Source: an optimization exercise on an open RTL-to-GDS flow (aim: small area, a short achievable clock period and few clock cycles). Production flows keep margins and buffers that such runs may drop.
Only simulation tests tie the RTL to the original design; equivalence was not proved.

File: flow/config.mk
export PLATFORM = sky130hd
export DESIGN_NAME = alu_top
export DESIGN_NICKNAME = alu_top
export VERILOG_FILES = /design/flow/design.v
export SDC_FILE = /design/flow/constraint.sdc
export NUM_CORES = 4
export LEC_CHECK = 0
export CAP_MARGIN = 20
export CORE_MARGIN = 2
export CORE_UTILIZATION = 40
export PLACE_DENSITY = 0.6
export SLEW_MARGIN = 20
File: flow/constraint.sdc
create_clock -name core_clock -period 100.0 [get_ports {clk}]
set_input_delay 20.0000 -clock core_clock [delete_from_list [all_inputs] [get_ports {clk}]]
set_output_delay 20.0000 -clock core_clock [all_outputs]
set_load 0.01 [all_outputs]
File: flow/design.v
module alu #(
    parameter WIDTH = 32
) (
    input  wire [WIDTH-1:0] A,
    input  wire [WIDTH-1:0] B,
    input  wire [4:0]       OP,
    input  wire             SIGNED_OP,
    output wire [WIDTH-1:0] Y,
    output wire             Zero,
    output reg              Carry,
    output reg              Overflow,
    output wire             Negative,
    output wire             Parity
);
    reg  [WIDTH-1:0] res_int;
    reg  [WIDTH:0]   tmp_res;
    wire [WIDTH:0]   A_ext = SIGNED_OP ? {A[WIDTH-1], A} : {1'b0, A};
    wire [WIDTH:0]   B_ext = SIGNED_OP ? {B[WIDTH-1], B} : {1'b0, B};
    wire [2*WIDTH-1:0] mul_res = A * B;
    wire [WIDTH-1:0] div_quot = (B != 0) ? (A / B) : {WIDTH{1'b0}};
    always @(*) begin
        res_int  = {WIDTH{1'b0}};
        tmp_res  = {(WIDTH+1){1'b0}};
        Carry    = 1'b0;
        Overflow = 1'b0;
        case (OP)
            5'b00000: begin  
                tmp_res  = A_ext + B_ext;
                res_int  = tmp_res[WIDTH-1:0];
                Carry    = tmp_res[WIDTH];
                Overflow = tmp_res[WIDTH] ^ tmp_res[WIDTH-1];
            end
            5'b00001: begin  
                tmp_res  = A_ext - B_ext;
                res_int  = tmp_res[WIDTH-1:0];
                Carry    = tmp_res[WIDTH];
                Overflow = tmp_res[WIDTH] ^ tmp_res[WIDTH-1];
            end
            5'b00010: res_int = A & B;
            5'b00011: res_int = A | B;
            5'b00100: res_int = A ^ B;
            5'b00101: res_int = ~A;
            5'b00110: res_int = A << 1;
            5'b00111: res_int = A >> 1;
            5'b01000: res_int = {A[WIDTH-2:0], A[WIDTH-1]};  
            5'b01001: res_int = {A[0], A[WIDTH-1:1]};        
            5'b01010: res_int = B;
            5'b01011: res_int = mul_res[WIDTH-1:0];
            5'b01100: res_int = div_quot;
            default:  res_int = {WIDTH{1'b0}};
        endcase
    end
    assign Y        = res_int;
    assign Zero     = (res_int == {WIDTH{1'b0}});
    assign Negative = res_int[WIDTH-1];
    assign Parity   = ^res_int;
endmodule
module alu_top (
    input  wire        clk,
    input  wire        rst,
    input  wire        in_valid,
    output wire        in_ready,
    input  wire [31:0] a,
    input  wire [31:0] b,
    input  wire [4:0]  op,
    input  wire        signed_op,
    output reg         out_valid,
    output reg  [31:0] y,
    output reg         zero,
    output reg         carry,
    output reg         overflow,
    output reg         negative,
    output reg         parity
);
    reg  [31:0] a_r, b_r;
    reg  [4:0]  op_r;
    reg         signed_r;
    reg         valid_r;
    wire [31:0] y_c;
    wire        zero_c, carry_c, overflow_c, negative_c, parity_c;
    alu #(.WIDTH(32)) u_alu (
        .A(a_r), .B(b_r), .OP(op_r), .SIGNED_OP(signed_r),
        .Y(y_c), .Zero(zero_c), .Carry(carry_c), .Overflow(overflow_c),
        .Negative(negative_c), .Parity(parity_c)
    );
    assign in_ready = 1'b1;
    always @(posedge clk) begin
        if (rst) begin
            valid_r   <= 1'b0;
            out_valid <= 1'b0;
        end else begin
            valid_r   <= in_valid;
            out_valid <= valid_r;
        end
        a_r      <= a;
        b_r      <= b;
        op_r     <= op;
        signed_r <= signed_op;
        y        <= y_c;
        zero     <= zero_c;
        carry    <= carry_c;
        overflow <= overflow_c;
        negative <= negative_c;
        parity   <= parity_c;
    end
endmodule
File: flow/run.sh
#!/bin/bash
# synth_recipe.tcl (not shown) runs the flow's synth.tcl, then flattens the netlist and writes it again
# the make line also repeats each setting of config.mk as NAME=value (left out here)
make -C /OpenROAD-flow-scripts/flow DESIGN_CONFIG=/design/flow/config.mk WORK_HOME=/design/flow/orfs CLKGATE_MAP_FILE= SYNTH_SCRIPT=/design/flow/synth_recipe.tcl finish
==> notes.md, run 1 <==
FLOORPLANNING
---------------------------------------------------------------------------------
Overall die height                                                       363.7 um
Initial cell density of the core                                           40.43%
Die Footprint                                                         132300 um^2
Num ports                                                                     112
CORE AREA                                                             128000 um^2
Width of the die                                                         363.7 um
Standard-cell row count                                                       131

ROUTING
---------------------------------------------------------------------------------
Drt first pass iters                                                            8
Post-detailed-routing wire length                                       237500 um
Total via count in the routed design                                        54434
Routed wirelength normalized by instance count                           27.17 um
Detailed-route vias per instance                                            6.227
Residual DRC                                                                    0
Violation count after the first detailed-routing iteration                   6099
Detail Route Antenna Nets                                                       0

CLOCK TREE
---------------------------------------------------------------------------------
Total of hold buffers inserted after clock tree synthesis                       0
Max H-tree Level                                                                3
Post-cts sizing count                                                           0
Clock tree from TritonCTS                                                    done
Worst-skew pair later-pin latency                                          480 ps
Bufs on Longest Clock Path                                                      2
Buffers inserted by post-CTS timing repair                                      0
Clock buffer count from CTS                                                     9
TritonCTS sink count                                                          108
Register clock-pin slew on the reported worst setup and hold paths         120 ps
Buffer cell driving the clock tree root                                 clkbuf_16

LOGIC SYNTHESIS
---------------------------------------------------------------------------------
Post-synth net total                                                         8299
Ys async rst share                                                             0%
Flip-flop and latch count after synthesis                                     108
Count of mapped cells out of synthesis                                       7049
Most common flop cell mapped by yosys                                     dfxtp_1
Number of unique standard cell types used by synthesis                        100
Mean cell area of the mapped netlist                                   7.343 um^2
Post-synth EDFFs                                                                0
Seq/Total Area, Yosys                                                      4.177%
Total standard cell area after synthesis                               51760 um^2
Warning count from the yosys run                                                2

STA
---------------------------------------------------------------------------------
Final period utilization                                                   88.97%
Max Slew Vio Count                                                              0
Clock Skews                                                              41.33 ps
Number of hold-slack violations in the final timing report                      0
Setup repair after global routing missed its margin                         false
Peak Freq                                                               11.24 MHz
Final critical delay including setup and external delays                 88970 ps
Max_slew headroom                                                          18.98%
Worst Max-Slew Pin Slew                                                   1215 ps
Final Setup Violations                                                          0
Final-layout setup total negative slack                                      0 ps
Fin Hold WS                                                              453.4 ps

GRT
---------------------------------------------------------------------------------
Number of antenna violations at the first check in global routing               8
Largest net degree at the start of global routing                              52
Number of global-route vias before repair                                   52461
Global Route Usage Sum                                                     35.23%
Global-route wire length before repair                                  346900 um
Residual overflow from global routing                                           0

SETUP PATH
---------------------------------------------------------------------------------
Arr. time, crit path                                                     89350 ps
Critical Path Start Type                                                     flop
Worst-path fanout max                                                          39
Critical path type                                                   flop to flop
Endpoint type of the worst setup path                                        flop
Most frequent CP cell                                                     a21oi_1
Critical path's largest stage delay                                        870 ps
Endpoint required time on the critical path                             100380 ps
Crit-path slowest cell                                                     nor2_1

PLACEMENT
---------------------------------------------------------------------------------
Number of buffers inserted by port buffering                                  110
Global placement routability congestion                                     1.034
Final HPWL from detailed placement                                      183000 um

LAYOUT
---------------------------------------------------------------------------------
Number of nets in the finished design                                        8257
Synthesis-to-layout area growth                                            6.882%
Share of cells above drive strength 1                                      5.091%

MIN PATH
---------------------------------------------------------------------------------
Min-Delay Path Class                                                 flop to flop

JOB
---------------------------------------------------------------------------------
Number of maximum-capacitance violations                                        0

RUN STATUS
---------------------------------------------------------------------------------
Status                                                               complete, no violations

==> registers in the layout (all words and copies together), names as in the netlist <==
signal and cells:
a_r 32, b_r 32, y 32, op_r 5, carry 1, out_valid 1
overflow 1, parity 1, signed_r 1, valid_r 1, zero 1
==> cells by family (layout without fill, tap and decap cells) <==
logic type,after synthesis,in the layout,share of synthesized area (%)
flops,108,108,4.177
other cells,1,2,0.007245
compound gates,1813,1813,22.91
xor+xnor,480,480,8.122
simple gates,2338,2338,20.40
buf+inv,1005,968,7.365
fa+ha+maj,1177,1177,34.40
mux,127,127,2.623
==> Yosys cell counts, types with 15 or more instances <==
| master | n | area (um^2) |
|---|---|---|
| fa_1 | 410 | 8208 |
| o31ai_1 | 36 | 270.3 |
| a21o_1 | 146 | 1096 |
| o21a_1 | 149 | 1119 |
| xor2_1 | 179 | 1568 |
| o21ai_1 | 19 | 95.09 |
| nor4_1 | 36 | 225.2 |
| or4_1 | 15 | 112.6 |
| a211o_1 | 17 | 148.9 |
| o221ai_1 | 24 | 210.2 |
| a21boi_0 | 38 | 285.3 |
| mux2i_1 | 58 | 580.6 |
| nand2b_1 | 72 | 450.4 |
| a221oi_1 | 28 | 245.2 |
| ha_1 | 767 | 9597 |
| or3_1 | 63 | 394.1 |
| o211ai_1 | 68 | 510.5 |
| o21ai_0 | 352 | 1762 |
| or2_2 | 42 | 262.8 |
| a21oi_1 | 499 | 2497 |
| xnor2_1 | 301 | 2636 |
| nor3_1 | 159 | 795.8 |
| nand4_1 | 43 | 269.0 |
| mux2_2 | 69 | 777.0 |
| and3_1 | 42 | 262.8 |
| nand2_1 | 899 | 3374 |
| nor2_1 | 649 | 2436 |
| dfxtp_1 | 108 | 2162 |
| nor2b_1 | 63 | 394.1 |
| o22ai_1 | 21 | 131.4 |
| inv_1 | 699 | 2624 |
| clkbuf_1 | 237 | 889.6 |
| nand3_1 | 152 | 760.7 |
| buf_1 | 48 | 180.2 |
| a22oi_1 | 17 | 127.6 |
| a211oi_1 | 62 | 465.5 |
| a31oi_1 | 66 | 412.9 |
| and2_1 | 42 | 262.8 |
| o21bai_1 | 52 | 390.4 |
==> critical path, delay by kind of cell (launching register included) <==
family / cells / cell delay (ps)
muxes: 8 / 2990
buffers and inverters: 14 / 3930
AOI/OAI and AO/OA: 164 / 47980
and+or+nand+nor: 79 / 22280
xor gates and xnor gates: 4 / 820
DFF: 1 / 520
adders and majority gates: 32 / 10050
==> metal layers <==
| layer | up-vias | global-route usage, % | share of wire (%) |
|---|---|---|---|
| li1 | 24387 | - | - |
| met4 | 12 | 20.74 | 7.2 |
| met2 | 3118 | 52.59 | 41 |
| met3 | 755 | 7.570 | 11 |
| met1 | 26162 | 46.59 | 41 |
| met5 | - | 0 | 0.035 |
==> metrics by stage <==
stage,worst slack (ps),util (%),instances,cell area (um^2)
detailed placement,13470,42.98,8725,55010
global placement,15070,42.98,8725,55010
floorplan,27790,-,7049,51760
finish,11030,43.22,8742,55320
CTS,13110,43.21,8741,55320
global route,5882,43.22,8741,55320
==> cell type report <==
class                      instances  area (um^2)
timing repair buffer             248         2137
inverter                         704         2643
sequential                       108         2168
antenna                            1        2.502
multi-input combinational       5936        45900
clock inverter                     7        80.08
tap                             1729         2163
fill                           13144        72690
clock buffer                       9        225.2
==> placed cells by master, fill, tap and decap left out, types with 43 or more instances in the layout <==
cell             netlist  layout
a31oi_1               66      66
nand2b_1              72      72
o211ai_1              68      68
nor2_1               649     646
nand4_1               43      43
xor2_1               179     179
o21bai_1              52      51
or3_1                 63      63
ha_1                 767     767
inv_1                699     686
a21o_1               146     146
o21a_1               149     149
nand3_1              152     151
xnor2_1              301     301
clkdlybuf4s50_1        0     110
nor3_1               159     159
o21ai_0              352     352
nor2b_1               63      63
a21oi_1              499     496
buf_4                  3     138
a211oi_1              62      61
dfxtp_1              108     105
mux2_2                69      69
fa_1                 410     410
mux2i_1               58      58
nand2_1              899     899
==> path summary, 6_finish.rpt <==
kind | cells after the start | startpoint | endpoint | slack, ps
max | 301 | b_r[30] | parity | 11030
max reg2reg | 301 | b_r[30] | parity | 11030
min | 1 | valid_r | out_valid | 450
min reg2reg | 1 | valid_r | out_valid | 450
Testbench counts, summed over its fixed seeds: cycles 16,008.
==> inputs of run 2 (changes only) <==
==> flow/design.v (replaced) <==
module alu (
    input  wire [31:0] A,
    input  wire [31:0] B,
    input  wire [4:0]  OP,
    input  wire        SIGNED_OP,
    output reg  [31:0] Y,
    output reg         Carry,
    output reg         Overflow
);
    wire [32:0] A_ext = {SIGNED_OP & A[31], A};
    wire [32:0] B_ext = {SIGNED_OP & B[31], B};
    wire        sub   = OP[0];
    wire [32:0] T     = A_ext + (sub ? ~B_ext : B_ext) + {32'd0, sub};
    wire [31:0] mul   = A * B;
    always @(*) begin
        Y        = 32'd0;
        Carry    = 1'b0;
        Overflow = 1'b0;
        case (OP)
            5'd0, 5'd1: begin
                Y        = T[31:0];
                Carry    = T[32];
                Overflow = T[32] ^ T[31];
            end
            5'd2:  Y = A & B;
            5'd3:  Y = A | B;
            5'd4:  Y = A ^ B;
            5'd5:  Y = ~A;
            5'd6:  Y = {A[30:0], 1'b0};
            5'd7:  Y = {1'b0, A[31:1]};
            5'd8:  Y = {A[30:0], A[31]};
            5'd9:  Y = {A[0], A[31:1]};
            5'd10: Y = B;
            5'd11: Y = mul;
            default: Y = 32'd0;
        endcase
    end
endmodule
module alu_top (
    input  wire        clk,
    input  wire        rst,
    input  wire        in_valid,
    output wire        in_ready,
    input  wire [31:0] a,
    input  wire [31:0] b,
    input  wire [4:0]  op,
    input  wire        signed_op,
    output reg         out_valid,
    output reg  [31:0] y,
    output reg         zero,
    output reg         carry,
    output reg         overflow,
    output reg         negative,
    output reg         parity
);
    localparam [4:0] OP_DIV = 5'd12;
    reg  [31:0] a_r, b_r;
    reg  [4:0]  op_r;
    reg         s_r;
    reg         v_r;       
    reg         first;     
    reg  [2:0]  cnt;       
    reg         rdy;
    assign in_ready = rdy;
    wire [31:0] alu_y;
    wire        alu_c, alu_v;
    alu u_alu (.A(a_r), .B(b_r), .OP(op_r), .SIGNED_OP(s_r),
               .Y(alu_y), .Carry(alu_c), .Overflow(alu_v));
    reg  [4:0] clz;
    integer i;
    always @(*) begin
        clz = 5'd0;
        for (i = 0; i < 32; i = i + 1)
            if (b_r[i]) clz = 5'd31 - i[4:0];
    end
    wire        bz    = (b_r == 32'd0);
    wire [31:0] d     = first ? (b_r << clz) : b_r;
    wire [2:0]  kin   = first ? {1'b0, ~clz[1:0]} + 3'd1 : 3'd0;
    wire [32:0] w0    = {a_r, 1'b0} >> kin;
    wire [3:0]  dbits = {a_r, 1'b0} << (3'd4 - kin);  
    reg  [32:0] w;
    reg  [33:0] t;
    reg  [31:0] q;
    always @(*) begin
        w = w0;
        q = first ? 32'd0 : y;
        for (i = 0; i < 4; i = i + 1) begin
            t = {1'b0, w} - {2'b00, d};
            q = {q[30:0], ~t[33]};
            w = {(t[33] ? w[31:0] : t[31:0]), (i < 3) ? dbits[3 - i] : 1'b0};
        end
    end
    wire [2:0] cnt_now = first ? clz[4:2] : cnt;
    wire       div_done = (first & bz) | (cnt_now == 3'd0);
    wire is_div = (op_r == OP_DIV);
    wire done   = ~is_div | div_done;
    wire cont   = v_r & ~done;
    wire [31:0] res   = is_div ? (bz & first ? 32'd0 : q) : alu_y;
    wire        res_c = is_div ? 1'b0 : alu_c;
    wire        res_v = is_div ? 1'b0 : alu_v;
    wire take = in_valid & rdy;
    always @(posedge clk) begin
        if (cont) begin
            a_r <= w[32:1];
            b_r <= d;
        end else begin
            a_r      <= a;
            b_r      <= b;
            op_r     <= op;
            s_r      <= signed_op;
        end
        if (cont) begin
            cnt   <= cnt_now - 3'd1;
            first <= 1'b0;
        end else begin
            first <= 1'b1;
        end
        if (v_r) begin
            y        <= res;
            zero     <= (res == 32'd0);
            carry    <= res_c;
            overflow <= res_v;
            negative <= res[31];
            parity   <= ^res;
        end
        if (rst) begin
            v_r       <= 1'b0;
            out_valid <= 1'b0;
            rdy       <= 1'b1;
        end else begin
            out_valid <= v_r & done;
            if (cont) begin
                v_r <= 1'b1;
                rdy <= (cnt_now == 3'd1);
            end else begin
                v_r <= take;
                rdy <= ~(take & (op == OP_DIV) & (b[31:28] == 4'd0));
            end
        end
    end
endmodule
==> run 2 against run 1 <==
Effect of this change:
- routed wire length fell by 39%
- fmax rose to 4.1 times the previous value
- critical path type is now flop to primary output
- global-route usage fell by 3.3 points
- critical path depth fell by 300
==> notes.md, run 2 <==
PLACEMENT
---------------------------------------------------------------------------------
Number of buffers inserted by port buffering                                  111   +0.91%
Global placement routability congestion                                    0.9898   -4.3%
Final HPWL from detailed placement                                      109200 um   -40%

GRT
---------------------------------------------------------------------------------
Number of global-route vias before repair                                   32854   -37%
Global Route Usage Sum                                                     31.98%   -3.3 points
Most crowded layer after global routing                                      met2
Global-route wire length before repair                                  212700 um   -39%
Number of antenna violations at the first check in global routing               6   -2
Residual overflow from global routing                                           0   unchanged
Met3 Resource Use GR                                                       7.233%   -0.34 points
Largest net degree at the start of global routing                             113   +120%
GR Util met2                                                               48.90%   -3.7 points
Met1 usage                                                                 41.66%   -4.9 points

LOGIC SYNTHESIS
---------------------------------------------------------------------------------
Seq/Total Area, Yosys                                                      7.662%   +3.5 points
Area share of the largest cell type after synthesis                        23.35%   +4.8 points
Count of mapped cells out of synthesis                                       4432   -37%
Ys async rst share                                                             0%   unchanged
Area share of fa/ha/maj cells after synthesis                              36.32%   +1.9 points
Post-synthesis cell type with the largest combined area                      fa_1
Mean cell area of the mapped netlist                                   7.989 um^2   +8.8%
Leading cell types by count after synthesis                          651 x inv_1, 620 x nand2_1, 413 x fa_1, 367 x ha_1, 340 x nor2_1
Flip-flop and latch count after synthesis                                     113   +4.6%
Multiplexer fraction of the synthesized cell area                          8.761%   +6.1 points
Combinational family with the most area after synthesis               adder cells
Warning count from the yosys run                                                2   unchanged
Post-synthesis simple-gate area fraction                                   14.72%   -5.7 points
Main area contributors after synthesis                               fa_1 23%, ha_1 13%, inv_1 6.9%, nand2_1 6.6%, mux2i_1 4.7%
Area fraction in compound gates after synthesis                            16.09%   -6.8 points
Dominant cell by count in the synthesized netlist                           inv_1
Post-synth net total                                                         5285   -36%
Number of unique standard cell types used by synthesis                         91   -9.0%
Most common flop cell mapped by yosys                                     dfxtp_1
Post-synth EDFFs                                                               45   +45
Total standard cell area after synthesis                               35410 um^2   -32%
Synthesized-area fraction occupied by xor and xnor cells                   6.669%   -1.5 points

CLOCK TREE
---------------------------------------------------------------------------------
Buffer cell driving the clock tree root                                 clkbuf_16
Clock buffer count from CTS                                                    17   +8
Total of hold buffers inserted after clock tree synthesis                       0   unchanged
Max H-tree Level                                                                4   +1
TritonCTS sink count                                                          113   +4.6%
Register clock-pin slew on the reported worst setup and hold paths          70 ps   -50 ps
Bufs on Longest Clock Path                                                      2   unchanged
Post-cts sizing count                                                           0   unchanged
Worst-skew pair later-pin latency                                          520 ps   +40 ps
Buffers inserted by post-CTS timing repair                                      0   unchanged
Clock tree from TritonCTS                                                    done

FLOORPLANNING
---------------------------------------------------------------------------------
Overall die height                                                       301.5 um   -17%
Num ports                                                                     112   unchanged
Die Footprint                                                          90910 um^2   -31%
Initial cell density of the core                                           40.19%   -0.25 points
Standard-cell row count                                                       109   -17%
CORE AREA                                                              88100 um^2   -31%
Width of the die                                                         301.5 um   -17%

SETUP PATH
---------------------------------------------------------------------------------
Arr. time, crit path                                                      1550 ps   -87800 ps
Critical Path, Cell by Cell                                          clkdlybuf4s50_1
Crit-path slowest cell                                               clkdlybuf4s50_1
Endpoint required time on the critical path                              80000 ps   -20380 ps
Endpoint type of the worst setup path                                primary output
Critical path's largest stage delay                                        580 ps   -290 ps
Worst-path fanout max                                                           2   -95%
Critical path type                                                   flop to primary output
Buf/Inv on CP                                                                   1   -13
Critical Path Start Type                                                     flop
Family with the most delay on the worst path                         buffers and inverters

STA
---------------------------------------------------------------------------------
Peak Freq                                                               46.41 MHz   +310%
Max_slew headroom                                                          13.93%   -5.1 points
Setup repair after global routing missed its margin                         false
Number of hold-slack violations in the final timing report                      0   unchanged
Max Slew Vio Count                                                              0   unchanged
Clock Skews                                                              18.28 ps   -23.05 ps
Final period utilization                                                   21.55%   -67 points
Final Setup Violations                                                          0   unchanged
Fin Hold WS                                                              499.3 ps   +45.93 ps
Final-layout setup total negative slack                                      0 ps   unchanged
Final critical delay including setup and external delays                 21550 ps   -67430 ps
Worst Max-Slew Pin Slew                                                   1259 ps   +43.22 ps

ROUTING
---------------------------------------------------------------------------------
Drt first pass iters                                                            8   unchanged
Routed wirelength normalized by instance count                           25.82 um   -5.0%
Detail Route Antenna Nets                                                       0   unchanged
Post-detailed-routing wire length                                       145100 um   -39%
Total via count in the routed design                                        33532   -38%
Detailed-route vias per instance                                            5.969   -4.1%
Residual DRC                                                                    0   unchanged
Violation count after the first detailed-routing iteration                   3705   -39%

JOB
---------------------------------------------------------------------------------
Number of maximum-capacitance violations                                        0   unchanged

LAYOUT
---------------------------------------------------------------------------------
Share of cells above drive strength 1                                      6.677%   +1.6 points
Multi-input combinational cell area                                    29300 um^2   -36%
Largest registers                                                    a_r (32), b_r (32), y (32)
Number of nets in the finished design                                        5288   -36%
Synthesis-to-layout area growth                                            8.708%
Number of inserted filler cells in the final layout                          9122   -31%
Leading cell types in the layout, fill and taps excluded             651 x inv_1, 618 x nand2_1, 413 x fa_1
Commonest non-fill, non-tap cell in the layout                              inv_1
Area occupied by registers                                              2716 um^2   +25%

MIN PATH
---------------------------------------------------------------------------------
Min-Delay Path Class                                                 flop to flop

RUN STATUS
---------------------------------------------------------------------------------
Status                                                               complete, no violations

==> run 2: cell count changes after synthesis, sizes merged, moves of 109 or more <==
cell,before,now
a21oi,502,228
nor3,161,42
ha,767,367
nor2,651,342
o21ai,372,190
nand2,899,620
o21a,150,28
xnor2,301,166
mux2i,58,167
==> run 2: final cells by class <==
class | instances | share of cell area, %
Antenna cell | 5 | 0.03251
Clock buffer | 17 | 1.105
Clock inverter | 15 | 0.4096
Inverter | 665 | 6.485
Multi-Input combinational cell | 3420 | 76.12
Sequential cell | 113 | 7.058
Tap cell | 1165 | 3.787
Timing Repair Buffer | 218 | 5.006
==> run 2: through the flow <==
stage	utilization [%]	cells	area, um^2	worst slack, ps
final	43.69	5618	38490	78450
after global routing	43.67	5613	38480	78450
after CTS	43.67	5613	38480	78460
after detailed placement	43.01	5581	37890	77950
after global placement	43.01	5581	37890	77960
after floorplan	-	4432	35410	79240
==> run 2: path summary, 6_finish.rpt <==
path,slack [ps],startpoint,end,cells past startpoint
min reg2reg,500,rdy,v_r,2
max,78450,y[25],y[25],1
min,500,rdy,v_r,2
max reg2reg,80040,b_r[4],parity,63
==> run 2: layer usage <==
layer  share of wire, %  vias up
met2                 43     1922
met5              0.025        -
met1                 39    16347
met4                6.6        6
met3                 11      501
li1                   -    14756
==> run 2: cells by family (layout without fill, tap and decap cells) <==
family,Yosys count,in the layout
and+or+nand+nor,1226,1226
adders and majority gates,780,780
DFF,113,113
xor gates and xnor gates,268,268
AOI/OAI and AO/OA,862,862
other,0,5
buffers and inverters,899,915
muxes,284,284
==> run 2: worst register-to-register path: cells and delay by family (launching register included) <==
kind | cells | cell delay (ps)
AO/OA/AOI/OAI | 30 | 8870
XOR/XNOR | 4 | 800
adder cells (fa/ha/maj) | 6 | 2160
buffers and inverters | 9 | 3500
flip-flops | 1 | 300
multiplexers | 4 | 2030
AND/OR/NAND/NOR | 10 | 2070
Testbench counts of run 2, summed over its fixed seeds: cycles 17,325.

==> re-timing with driven ports <==
In the flow no input, the clock included, has a driving cell. The finished layouts below were timed again as built, in two steps. Step 1 assumes that a clkbuf_16 drives the clock port and a buf_2 every other input. Step 2 times the ports against the registers' clock, not the clock port: input delays grow and output delays shrink by t, the midpoint of the rising clock arrivals with the driver on. Slacks: ideal ports / drivers / drivers and shift; pairs: ideal ports / drivers.
run | t (ns) | setup slack, ns | worst setup path at the end | worst slew at a driven data input, ns | pins driven straight from the clock port
run 1 | 0.526 | 11.029 / 11.029 / 11.029 | register to register | 0.05 | 1
run 2 | 0.575 | 78.455 / 78.389 / 78.088 | input to register | 0.10 | 1
After both steps every run listed still meets setup and hold. For run 2, which loses most, drivers alone change the setup slack by -0.066 ns; drivers and shift together by -0.367 ns.
